This is an optimization exercise on Yosys and OpenROAD, whose aim is small area and a short achievable clock period, not a production implementation.
Where RTL was checked, it was by simulation tests only, not by an equivalence proof against the original.
Only the layout flow was run in run 2; the RTL was not checked for function there.
Power is estimated from default activity; no workload was simulated.

==> flow/design.v (outline; a module is shown in full before it is edited, if it fits) <==
// module fa_cell: 4 lines
// module ha_cell: 4 lines
// module hai_cell: 4 lines
// module xnor_cell: 3 lines
// module or_cell: 3 lines
// module ALU_TOP: 2101 lines
module ALU_TOP #(parameter width_top = 16) (A, B, ALU_FUN,
    CLK,RST,
    ARITH_OUT,
    LOGIC_OUT,
    CMP_OUT,
    SHIFT_OUT,
    CARRY_OUT,
    ARITH_FLAG_OUT,
    LOGIC_FLAG_OUT,
    CMP_FLAG_OUT,
    SHIFT_FLAG_OUT
    );
  // ...
==> flow/flow/run.sh <==
#!/bin/bash
# Own layout flow: the standard flow (standard.sh) with two changes made
# through the environment the ORFS scripts read:
#  - the port buffers are sky130_fd_sc_hd__buf_1 instead of the flow's
#    default choice (every input and output port still gets its buffer);
#  - repair_timing aims for 90 ns of setup slack instead of 0, so that it
#    sizes up and buffers the longest paths (the SDC is unchanged).
# The make run's whole output goes to flow_make.log in this folder; ORFS keeps
# each step's full log under orfs/logs/.
set -euo pipefail
export BUFFER_PORTS_ARGS="-buffer_cell sky130_fd_sc_hd__buf_1"
export SETUP_SLACK_MARGIN=90
bash standard.sh > flow_make.log 2>&1
==> flow/standard.sh <==
#!/bin/bash
# synth_recipe.tcl (not shown) runs the flow's synth.tcl, then flattens the netlist and writes it again
# the make line also repeats each setting of config.mk as NAME=value (left out here)
make -C /OpenROAD-flow-scripts/flow DESIGN_CONFIG=/design/flow/config.mk WORK_HOME=/design/flow/orfs CLKGATE_MAP_FILE= SYNTH_SCRIPT=/design/flow/synth_recipe.tcl "${@:-finish}"
==> flow/config.mk <==
export PLATFORM = sky130hd
export DESIGN_NAME = ALU_TOP
export DESIGN_NICKNAME = ALU_TOP
export VERILOG_FILES = /design/flow/design.v
export SDC_FILE = /design/flow/constraint.sdc
export NUM_CORES = 4
export LEC_CHECK = 0
export ABC_AREA = 1
export CAP_MARGIN = 20
export CORE_MARGIN = 2
export CORE_UTILIZATION = 60
export PLACE_DENSITY = 0.72
export SLEW_MARGIN = 20
export SYNTH_HIERARCHICAL = 1
==> flow/constraint.sdc <==
create_clock -name core_clock -period 130.0 [get_ports {CLK}]
set_input_delay 26.0000 -clock core_clock [delete_from_list [all_inputs] [get_ports {CLK}]]
set_output_delay 26.0000 -clock core_clock [all_outputs]
set_load 0.01 [all_outputs]
==> flow_summary.ini, run 1 <==
[floorplanning]
core_area_sq_mm = 0.0269
taps = 341

[synth]
synth_cell_types = 57
synthFlopType = dfxtp_1
synth-simple-area-share_pct = 25.1
synth_seq_cells = 56
synth-warning-count = 7
synth_top_family_by_area = adder cells
ys_seq_area_share_pct = 6.97
syn_inst = 2125

[outcome]
outcome = no timing/DRC/antenna violations

[worst_setup_path]
end_kind = output pin
path_depth = 37
crit_type = reg2out
startpoint_type = flop
crit_slowest_cell = fa_1
crit_start = b_r[4]
path_max_fanout = 12

[timing]
timing.hold.ws_ps = 25500
slew_viol_final = 0
finalSetupViolCount = 0
finalCritPeriodShare_pct = 30.4
fmax_mhz = 25.3

[finish]
clock_area_share_pct = 0.845
n_all_buffers = 176
final_common_cell = nand2_1
final_cell_mix = nand2_1 (616), fa_1 (281), inv_1 (248)
fin_area_sq_mm = 0.0172

[route]
dr.first_iter.drc_count = 1063
antenna_left = 0
routedWlPerCell_um = 18.8
drt-met1-wl_um = 18800

[pwr]
p_clk_share_pct = 7.3
comb-power_mw = 0.170

[global_routing]
use_met3_pct = 12.7
grt_pass1_vias = 14230
grt_max_degree = 52
==> run 2, diff against run 1 <==
--- a/flow/design.v
+++ b/flow/design.v
@@ -5,16 +5,19 @@
 module ha_cell (input a, input b, output s, output co);
     assign s = a ^ b;
     assign co = a & b;
 endmodule
 module hai_cell (input a, input b, output s, output co);
     assign s = ~(a ^ b);
     assign co = a | b;
 endmodule
+module xor_cell (input a, input b, output y);
+    assign y = a ^ b;
+endmodule
 module xnor_cell (input a, input b, output y);
     assign y = ~(a ^ b);
 endmodule
 module or_cell (input a, input b, output y);
     assign y = a | b;
 endmodule
 module ALU_TOP #(parameter width_top = 16) (A, B, ALU_FUN,
     CLK,RST,
@@ -445,81 +448,81 @@
         a_r  <= A;
         b_r  <= B;
         dq_r <= dq_hi_w;
         dr_r <= dr_hi;
     end
     wire        sub = op_r[0] | cmp_flag;
     wire [15:0] s;
     wire        c;
-    wire n2131 = b_r[0] ^ sub;
-    wire n2132 = b_r[1] ^ sub;
-    wire n2133 = b_r[2] ^ sub;
-    wire n2134 = b_r[3] ^ sub;
-    wire n2135 = b_r[4] ^ sub;
-    wire n2136 = b_r[5] ^ sub;
-    wire n2137 = b_r[6] ^ sub;
-    wire n2138 = b_r[7] ^ sub;
-    wire n2139 = b_r[8] ^ sub;
-    wire n2140 = b_r[9] ^ sub;
-    wire n2141 = b_r[10] ^ sub;
-    wire n2142 = b_r[11] ^ sub;
-    wire n2143 = b_r[12] ^ sub;
-    wire n2144 = b_r[13] ^ sub;
-    wire n2145 = b_r[14] ^ sub;
-    wire n2146 = b_r[15] ^ sub;
-    wire s2147, c2148;
-    fa_cell u_fa2149 (.a(a_r[0]), .b(n2131), .c(sub), .s(s2147), .co(c2148));
-    wire s2150, c2151;
-    fa_cell u_fa2152 (.a(a_r[1]), .b(n2132), .c(c2148), .s(s2150), .co(c2151));
-    wire s2153, c2154;
-    fa_cell u_fa2155 (.a(a_r[2]), .b(n2133), .c(c2151), .s(s2153), .co(c2154));
-    wire s2156, c2157;
-    fa_cell u_fa2158 (.a(a_r[3]), .b(n2134), .c(c2154), .s(s2156), .co(c2157));
-    wire s2159, c2160;
-    fa_cell u_fa2161 (.a(a_r[4]), .b(n2135), .c(c2157), .s(s2159), .co(c2160));
-    wire s2162, c2163;
-    fa_cell u_fa2164 (.a(a_r[5]), .b(n2136), .c(c2160), .s(s2162), .co(c2163));
-    wire s2165, c2166;
-    fa_cell u_fa2167 (.a(a_r[6]), .b(n2137), .c(c2163), .s(s2165), .co(c2166));
-    wire s2168, c2169;
-    fa_cell u_fa2170 (.a(a_r[7]), .b(n2138), .c(c2166), .s(s2168), .co(c2169));
-    wire s2171, c2172;
-    fa_cell u_fa2173 (.a(a_r[8]), .b(n2139), .c(c2169), .s(s2171), .co(c2172));
-    wire s2174, c2175;
-    fa_cell u_fa2176 (.a(a_r[9]), .b(n2140), .c(c2172), .s(s2174), .co(c2175));
-    wire s2177, c2178;
-    fa_cell u_fa2179 (.a(a_r[10]), .b(n2141), .c(c2175), .s(s2177), .co(c2178));
-    wire s2180, c2181;
-    fa_cell u_fa2182 (.a(a_r[11]), .b(n2142), .c(c2178), .s(s2180), .co(c2181));
-    wire s2183, c2184;
-    fa_cell u_fa2185 (.a(a_r[12]), .b(n2143), .c(c2181), .s(s2183), .co(c2184));
-    wire s2186, c2187;
-    fa_cell u_fa2188 (.a(a_r[13]), .b(n2144), .c(c2184), .s(s2186), .co(c2187));
-    wire s2189, c2190;
-    fa_cell u_fa2191 (.a(a_r[14]), .b(n2145), .c(c2187), .s(s2189), .co(c2190));
-    wire s2192, c2193;
-    fa_cell u_fa2194 (.a(a_r[15]), .b(n2146), .c(c2190), .s(s2192), .co(c2193));
-    assign s[0] = s2147;
-    assign s[1] = s2150;
-    assign s[2] = s2153;
-    assign s[3] = s2156;
-    assign s[4] = s2159;
-    assign s[5] = s2162;
-    assign s[6] = s2165;
-    assign s[7] = s2168;
-    assign s[8] = s2171;
-    assign s[9] = s2174;
-    assign s[10] = s2177;
-    assign s[11] = s2180;
-    assign s[12] = s2183;
-    assign s[13] = s2186;
-    assign s[14] = s2189;
-    assign s[15] = s2192;
-    assign c = c2193;
+    wire n2181 = b_r[0] ^ sub;
+    wire n2182 = b_r[1] ^ sub;
+    wire n2183 = b_r[2] ^ sub;
+    wire n2184 = b_r[3] ^ sub;
+    wire n2185 = b_r[4] ^ sub;
+    wire n2186 = b_r[5] ^ sub;
+    wire n2187 = b_r[6] ^ sub;
+    wire n2188 = b_r[7] ^ sub;
+    wire n2189 = b_r[8] ^ sub;
+    wire n2190 = b_r[9] ^ sub;
+    wire n2191 = b_r[10] ^ sub;
+    wire n2192 = b_r[11] ^ sub;
+    wire n2193 = b_r[12] ^ sub;
+    wire n2194 = b_r[13] ^ sub;
+    wire n2195 = b_r[14] ^ sub;
+    wire n2196 = b_r[15] ^ sub;
+    wire s2197, c2198;
+    fa_cell u_fa2199 (.a(a_r[0]), .b(n2181), .c(sub), .s(s2197), .co(c2198));
+    wire s2200, c2201;
+    fa_cell u_fa2202 (.a(a_r[1]), .b(n2182), .c(c2198), .s(s2200), .co(c2201));
+    wire s2203, c2204;
+    fa_cell u_fa2205 (.a(a_r[2]), .b(n2183), .c(c2201), .s(s2203), .co(c2204));
+    wire s2206, c2207;
+    fa_cell u_fa2208 (.a(a_r[3]), .b(n2184), .c(c2204), .s(s2206), .co(c2207));
+    wire s2209, c2210;
+    fa_cell u_fa2211 (.a(a_r[4]), .b(n2185), .c(c2207), .s(s2209), .co(c2210));
+    wire s2212, c2213;
+    fa_cell u_fa2214 (.a(a_r[5]), .b(n2186), .c(c2210), .s(s2212), .co(c2213));
+    wire s2215, c2216;
+    fa_cell u_fa2217 (.a(a_r[6]), .b(n2187), .c(c2213), .s(s2215), .co(c2216));
+    wire s2218, c2219;
+    fa_cell u_fa2220 (.a(a_r[7]), .b(n2188), .c(c2216), .s(s2218), .co(c2219));
+    wire s2221, c2222;
+    fa_cell u_fa2223 (.a(a_r[8]), .b(n2189), .c(c2219), .s(s2221), .co(c2222));
+    wire s2224, c2225;
+    fa_cell u_fa2226 (.a(a_r[9]), .b(n2190), .c(c2222), .s(s2224), .co(c2225));
+    wire s2227, c2228;
+    fa_cell u_fa2229 (.a(a_r[10]), .b(n2191), .c(c2225), .s(s2227), .co(c2228));
+    wire s2230, c2231;
+    fa_cell u_fa2232 (.a(a_r[11]), .b(n2192), .c(c2228), .s(s2230), .co(c2231));
+    wire s2233, c2234;
+    fa_cell u_fa2235 (.a(a_r[12]), .b(n2193), .c(c2231), .s(s2233), .co(c2234));
+    wire s2236, c2237;
+    fa_cell u_fa2238 (.a(a_r[13]), .b(n2194), .c(c2234), .s(s2236), .co(c2237));
+    wire s2239, c2240;
+    fa_cell u_fa2241 (.a(a_r[14]), .b(n2195), .c(c2237), .s(s2239), .co(c2240));
+    wire s2242, c2243;
+    fa_cell u_fa2244 (.a(a_r[15]), .b(n2196), .c(c2240), .s(s2242), .co(c2243));
+    assign s[0] = s2197;
+    assign s[1] = s2200;
+    assign s[2] = s2203;
+    assign s[3] = s2206;
+    assign s[4] = s2209;
+    assign s[5] = s2212;
+    assign s[6] = s2215;
+    assign s[7] = s2218;
+    assign s[8] = s2221;
+    assign s[9] = s2224;
+    assign s[10] = s2227;
+    assign s[11] = s2230;
+    assign s[12] = s2233;
+    assign s[13] = s2236;
+    assign s[14] = s2239;
+    assign s[15] = s2242;
+    assign c = c2243;
     wire [31:0] prod;
     wire pp1136 = ~(a_r[0] & b_r[0]);
     wire pp1137 = ~(a_r[0] & b_r[1]);
     wire pp1138 = ~(a_r[1] & b_r[0]);
     wire pp1139 = ~(a_r[0] & b_r[2]);
     wire pp1140 = ~(a_r[1] & b_r[1]);
     wire pp1141 = ~(a_r[2] & b_r[0]);
     wire pp1142 = ~(a_r[0] & b_r[3]);
@@ -1243,17 +1246,17 @@
     fa_cell u_fa2085 (.a(c1993), .b(s1995), .c(c2081), .s(s2083), .co(c2084));
     wire s2086, c2087;
     fa_cell u_fa2088 (.a(c1996), .b(s1998), .c(c2084), .s(s2086), .co(c2087));
     wire s2089, c2090;
     fa_cell u_fa2091 (.a(c1999), .b(s2001), .c(c2087), .s(s2089), .co(c2090));
     wire s2092, c2093;
     fa_cell u_fa2094 (.a(c2002), .b(s2004), .c(c2090), .s(s2092), .co(c2093));
     wire s2095, c2096;
-    fa_cell u_fa2097 (.a(c2005), .b(s2007), .c(c2093), .s(s2095), .co(c2096));
+    ha_cell u_ha2097 (.a(c2005), .b(s2007), .s(s2095), .co(c2096));
     wire s2098, c2099;
     fa_cell u_fa2100 (.a(c2008), .b(s2010), .c(c2096), .s(s2098), .co(c2099));
     wire s2101, c2102;
     fa_cell u_fa2103 (.a(c2011), .b(s2013), .c(c2099), .s(s2101), .co(c2102));
     wire s2104, c2105;
     fa_cell u_fa2106 (.a(c2014), .b(s2016), .c(c2102), .s(s2104), .co(c2105));
     wire s2107, c2108;
     fa_cell u_fa2109 (.a(c2017), .b(s2019), .c(c2105), .s(s2107), .co(c2108));
@@ -1266,16 +1269,54 @@
     wire s2119, c2120;
     fa_cell u_fa2121 (.a(c2029), .b(s2031), .c(c2117), .s(s2119), .co(c2120));
     wire s2122, c2123;
     fa_cell u_fa2124 (.a(c2032), .b(s2034), .c(c2120), .s(s2122), .co(c2123));
     wire s2125, c2126;
     fa_cell u_fa2127 (.a(c2035), .b(pp1391), .c(c2123), .s(s2125), .co(c2126));
     wire s2128, c2129;
     fa_cell u_fa2130 (.a(1'b1), .b(1'b1), .c(c2126), .s(s2128), .co(c2129));
+    wire s2131, c2132;
+    xnor_cell u_xn2133 (.a(c2005), .b(s2007), .y(s2131));
+    or_cell u_or2134 (.a(c2005), .b(s2007), .y(c2132));
+    wire s2135, c2136;
+    fa_cell u_fa2137 (.a(c2008), .b(s2010), .c(c2132), .s(s2135), .co(c2136));
+    wire s2138, c2139;
+    fa_cell u_fa2140 (.a(c2011), .b(s2013), .c(c2136), .s(s2138), .co(c2139));
+    wire s2141, c2142;
+    fa_cell u_fa2143 (.a(c2014), .b(s2016), .c(c2139), .s(s2141), .co(c2142));
+    wire s2144, c2145;
+    fa_cell u_fa2146 (.a(c2017), .b(s2019), .c(c2142), .s(s2144), .co(c2145));
+    wire s2147, c2148;
+    fa_cell u_fa2149 (.a(c2020), .b(s2022), .c(c2145), .s(s2147), .co(c2148));
+    wire s2150, c2151;
+    fa_cell u_fa2152 (.a(c2023), .b(s2025), .c(c2148), .s(s2150), .co(c2151));
+    wire s2153, c2154;
+    fa_cell u_fa2155 (.a(c2026), .b(s2028), .c(c2151), .s(s2153), .co(c2154));
+    wire s2156, c2157;
+    fa_cell u_fa2158 (.a(c2029), .b(s2031), .c(c2154), .s(s2156), .co(c2157));
+    wire s2159, c2160;
+    fa_cell u_fa2161 (.a(c2032), .b(s2034), .c(c2157), .s(s2159), .co(c2160));
+    wire s2162, c2163;
+    fa_cell u_fa2164 (.a(c2035), .b(pp1391), .c(c2160), .s(s2162), .co(c2163));
+    wire s2165, c2166;
+    fa_cell u_fa2167 (.a(1'b1), .b(1'b1), .c(c2163), .s(s2165), .co(c2166));
+    wire n2168 = c2093 ? s2131 : s2095;
+    wire n2169 = c2093 ? s2135 : s2098;
+    wire n2170 = c2093 ? s2138 : s2101;
+    wire n2171 = c2093 ? s2141 : s2104;
+    wire n2172 = c2093 ? s2144 : s2107;
+    wire n2173 = c2093 ? s2147 : s2110;
+    wire n2174 = c2093 ? s2150 : s2113;
+    wire n2175 = c2093 ? s2153 : s2116;
+    wire n2176 = c2093 ? s2156 : s2119;
+    wire n2177 = c2093 ? s2159 : s2122;
+    wire n2178 = c2093 ? s2162 : s2125;
+    wire n2179 = c2093 ? s2165 : s2128;
+    wire n2180 = c2093 ? c2166 : c2129;
     assign prod[1] = ~s2037;
     assign prod[2] = ~s2041;
     assign prod[3] = ~s2044;
     assign prod[4] = ~s2047;
     assign prod[5] = ~s2050;
     assign prod[6] = ~s2053;
     assign prod[7] = ~s2056;
     assign prod[8] = ~s2059;
@@ -1285,28 +1326,28 @@
     assign prod[12] = ~s2071;
     assign prod[13] = ~s2074;
     assign prod[14] = ~s2077;
     assign prod[15] = ~s2080;
     assign prod[16] = ~s2083;
     assign prod[17] = ~s2086;
     assign prod[18] = ~s2089;
     assign prod[19] = ~s2092;
-    assign prod[20] = ~s2095;
-    assign prod[21] = ~s2098;
-    assign prod[22] = ~s2101;
-    assign prod[23] = ~s2104;
-    assign prod[24] = ~s2107;
-    assign prod[25] = ~s2110;
-    assign prod[26] = ~s2113;
-    assign prod[27] = ~s2116;
-    assign prod[28] = ~s2119;
-    assign prod[29] = ~s2122;
-    assign prod[30] = ~s2125;
-    assign prod[31] = ~s2128;
+    assign prod[20] = ~n2168;
+    assign prod[21] = ~n2169;
+    assign prod[22] = ~n2170;
+    assign prod[23] = ~n2171;
+    assign prod[24] = ~n2172;
+    assign prod[25] = ~n2173;
+    assign prod[26] = ~n2174;
+    assign prod[27] = ~n2175;
+    assign prod[28] = ~n2176;
+    assign prod[29] = ~n2177;
+    assign prod[30] = ~n2178;
+    assign prod[31] = ~n2179;
     wire [6:0] dq_lo_w;
     wire n359 = ~b_r[0];
     wire n360 = ~b_r[1];
     wire n361 = ~b_r[2];
     wire n362 = ~b_r[3];
     wire n363 = ~b_r[4];
     wire n364 = ~b_r[5];
     wire n365 = ~b_r[6];
==> flow/flow/run.sh (replaced) <==
#!/bin/bash
# Own layout flow: the standard flow (standard.sh) with two changes made
# through the environment the ORFS scripts read:
#  - the port buffers are sky130_fd_sc_hd__buf_1 instead of the flow's
#    default choice (every input and output port still gets its buffer);
#  - repair_timing aims for 89 ns of setup slack instead of 0, so that it
#    sizes up and buffers the longest paths (the SDC is unchanged).
# The make run's whole output goes to flow_make.log in this folder; ORFS keeps
# each step's full log under orfs/logs/.
set -euo pipefail
export BUFFER_PORTS_ARGS="-buffer_cell sky130_fd_sc_hd__buf_1"
export SETUP_SLACK_MARGIN=89
bash standard.sh > flow_make.log 2>&1
==> flow/config.mk (replaced) <==
export PLATFORM = sky130hd
export DESIGN_NAME = ALU_TOP
export DESIGN_NICKNAME = ALU_TOP
export VERILOG_FILES = /design/flow/design.v
export SDC_FILE = /design/flow/constraint.sdc
export NUM_CORES = 4
export LEC_CHECK = 0
export CAP_MARGIN = 20
export CORE_MARGIN = 2
export CORE_UTILIZATION = 60
export PLACE_DENSITY = 0.72
export SLEW_MARGIN = 20
export SYNTH_HIERARCHICAL = 1
==> flow_summary.ini, run 2 <==
[floorplanning]
die_w_um = 170
core_area_sq_mm = 0.0271
initial_core_util_pct = 61.3
boundaryPins = 171
dieArea_sq_mm = 0.0290
num_rows = 60
die_h_um = 170

[finish]
nets = 2361
antenna_cells = 0
top_regs = a_r (16), b_r (16)
final_cell_mix = nand2_1 (312), fa_1 (296), ha_1 (125), buf_1 (125), inv_1 (107)
regArea_sq_mm = 0.00115
area_delta_synth_final_pct = 7.19
multi_input_area_sq_mm = 0.0146
fin_area_sq_mm = 0.0178
final_common_cell = nand2_1
drive_above_1_share_pct = 9.25
fin_cells = 2275
n_fill_cell = 2236
fin_util_pct = 65.7

[worst_setup_path]
crit_type = reg2out
max_stage_delay_ps = 520
worst_ep_arrival_time_ps = 14320
crit_start = b_r[1]
crit_slowest_cell = fa_1
end_kind = output pin
startpoint_type = flop
crit_path_frequent_cell = ha_1
path_max_fanout = 27
worstPathRequired_ps = 104000

[placed_design]
dp_cells = 2233
placed_area_sq_mm = 0.0172
gp_congestion = 0.903
dpl.hpwl_um = 35400
port_buffers = 125
dp_slack_ps = 87990

[route]
drt-pass1-iter-count = 6
antenna_left = 0
drc = 0
dr.first_iter.drc_count = 996
routedWlPerCell_um = 21.2
vias = 14019
routed_via_density = 6.16
routed_wl_um = 48300

[timing]
hold_violations = 0
setup_ws_ps = 89680
tns_ps = 0
fmax_mhz = 24.8
slew_viol_final = 0
finalSetupViolCount = 0
finalCritPeriodShare_pct = 31.0
tightest_slew_ps = 1030
max_slew_margin_pct = 31.6
fin_crit_ps = 40320
timing.hold.ws_ps = 25490
rsz0062_at_grt = true

[flow_run]
cap_viol_max_count = 0

[synth]
synthArstFlopShare_pct = 7.14
synth-simple-area-share_pct = 16.7
yosysTopAreaCell = fa_1
syn_inst = 1814
synth_cell_types = 85
yosys-top-cells-area = fa_1 (36%), ha_1 (9.4%), nand2_1 (7.1%)
ys_seq_area_share_pct = 6.87
synth.area.mux_share_pct = 5.58
synth-adder-area-share_pct = 46.1
synth_compound_area_share_pct = 12.2
synth_most_common_cell = nand2_1
syn_area_per_cell_sq_um = 9.16
synth_edf_count = 0
synth_top_family_by_area = adder cells
synth_top_area_share_pct = 35.7
syn_area_sq_mm = 0.0166
synth-warning-count = 7
synthFlopType = dfxtp_1
synthXorXnorAreaFrac_pct = 5.06
synth_seq_cells = 56
synthTopCellsByCount = nand2_1 (312), fa_1 (296), ha_1 (125), inv_1 (111), clkbuf_1 (69)

[clock_tree]
cts_tree = built
cts_max_level = 2
cts_root_buf = clkbuf_16
cts_buffer_depth = 2
numCtsBuffers = 5
clock-sinks = 56
clk_pin_slew_worst_paths_ps = 80

[pwr]
p_leak_nw = 7.23
p_total_mw = 0.231
worst_ir_drop_vdd_mv = 0.0212
powerDensity_mw_per_mm2 = 13.0

[outcome]
outcome = no timing/DRC/antenna violations

[global_routing]
antenna_found_initial = 0
grt_pass1_vias = 14514
grt_max_degree = 75
grt_usage_pct = 34.3
grt_overflow = 0
grt_pass1_wl_um = 76600

[worst_hold_path]
hold_path.class = in2async
## run 2: area by class of cell
class / count / area share (%)
sequential: 56 / 6.44
clock inverter: 2 / 0.0773
multi-input combinational: 1536 / 82.1
inverter: 111 / 2.42
timing repair buffer: 192 / 5.60
tap: 372 / 2.61
clock buffer: 6 / 0.724
## run 2: report_power, final
group | internal (mW) | leakage (nW) | switching (mW)
clock | 0.00723 | 0.0712 | 0.00698
sequential | 0.0179 | 0.487 | 0.000971
combinational | 0.0910 | 6.68 | 0.107
total | 0.116 | 7.23 | 0.115
## run 2: logic make-up (layout without fill, tap and decap cells)
group                      count (synthesis)  count (layout)
other                                      2              49
DFF                                       56              56
buffers and inverters                    271             311
AOI/OAI and AO/OA                        287             288
and+or+nand+nor                          591             592
adders and majority gates                437             437
xor gates and xnor gates                  96              96
muxes                                     74              74
## run 2: per-module statistics from Yosys (local to each module, per instance)
module | area [sq um] | cells | times used | flops+latches
fa_cell | 20.0 | 1 | 251 | 0
xnor_cell | 8.76 | 1 | 17 | 0
ha_cell | 12.5 | 1 | 1 | 0
or_cell | 6.26 | 1 | 17 | 0
ALU_TOP | 11300 | 1528 | 1 | 56
## run 2: path summary, 6_finish.rpt
path,slack (ps),to
hold / removal,25490,arith_flag
min in group core_clock,25770,op_r[1]
setup / recovery,89680,ARITH_OUT[0]
max in group asynchronous,104340,arith_flag
## run 2: worst max-delay path, delay by kind of cell (launching register included)
kind,cells,cell delay (ps)
and+or+nand+nor,11,2960
AOI/OAI and AO/OA,32,7320
DFF,1,370
adders and majority gates,7,2170
buffers and inverters,6,770
muxes,1,380
## run 2: what timing repair did
item / CTS / global route
endpoints found under the hold margin: 0 / 0
setup endpoints to repair: 1 / 11
hold buffers: 0 / 0
pin swaps: 2 / 8
gates resized for setup: 19 / 35
setup buffers: 10 / 22
cloned: 0 / 2
## run 2: routing by layer
metal  vias up  wire [um]  global-route usage, %
met5         -          0                      0
met4         0       2100                   14.4
met3       157       4530                   6.72
met2       720      23100                   57.4
met1      6983      18500                   43.7
li1       6159          -                      -

-- re-timing with driven ports --
No port has a modelled driver above. Below, the same layouts with a new extraction and two added sets of constraints.
Step 1: set_driving_cell puts a clkbuf_16 on CLK and a buf_2 on each other input, an assumption about the parent block.
Step 2 also shifts input and output timing later by t, the mid clock arrival at the registers, as if the neighbouring blocks saw the same clock.
Three values: no drivers, after step 1, after step 2; two values: the first two.
| run | t, ns | slack for setup (ns) | hold slack, ns | cell pins on the clock port's net |
|---|---|---|---|---|
| run 1 | 0.366 | 90.434 / 90.383 / 90.750 | 25.495 / 25.482 / 25.849 | 1 |
| run 2 | 0.350 | 89.682 / 89.641 / 89.465 | 25.486 / 25.467 / 25.817 | 1 |
After both steps setup and hold are still met in every run listed. For run 2, which loses most, drivers alone change the setup slack by -0.041 ns; drivers and shift together by -0.217 ns.
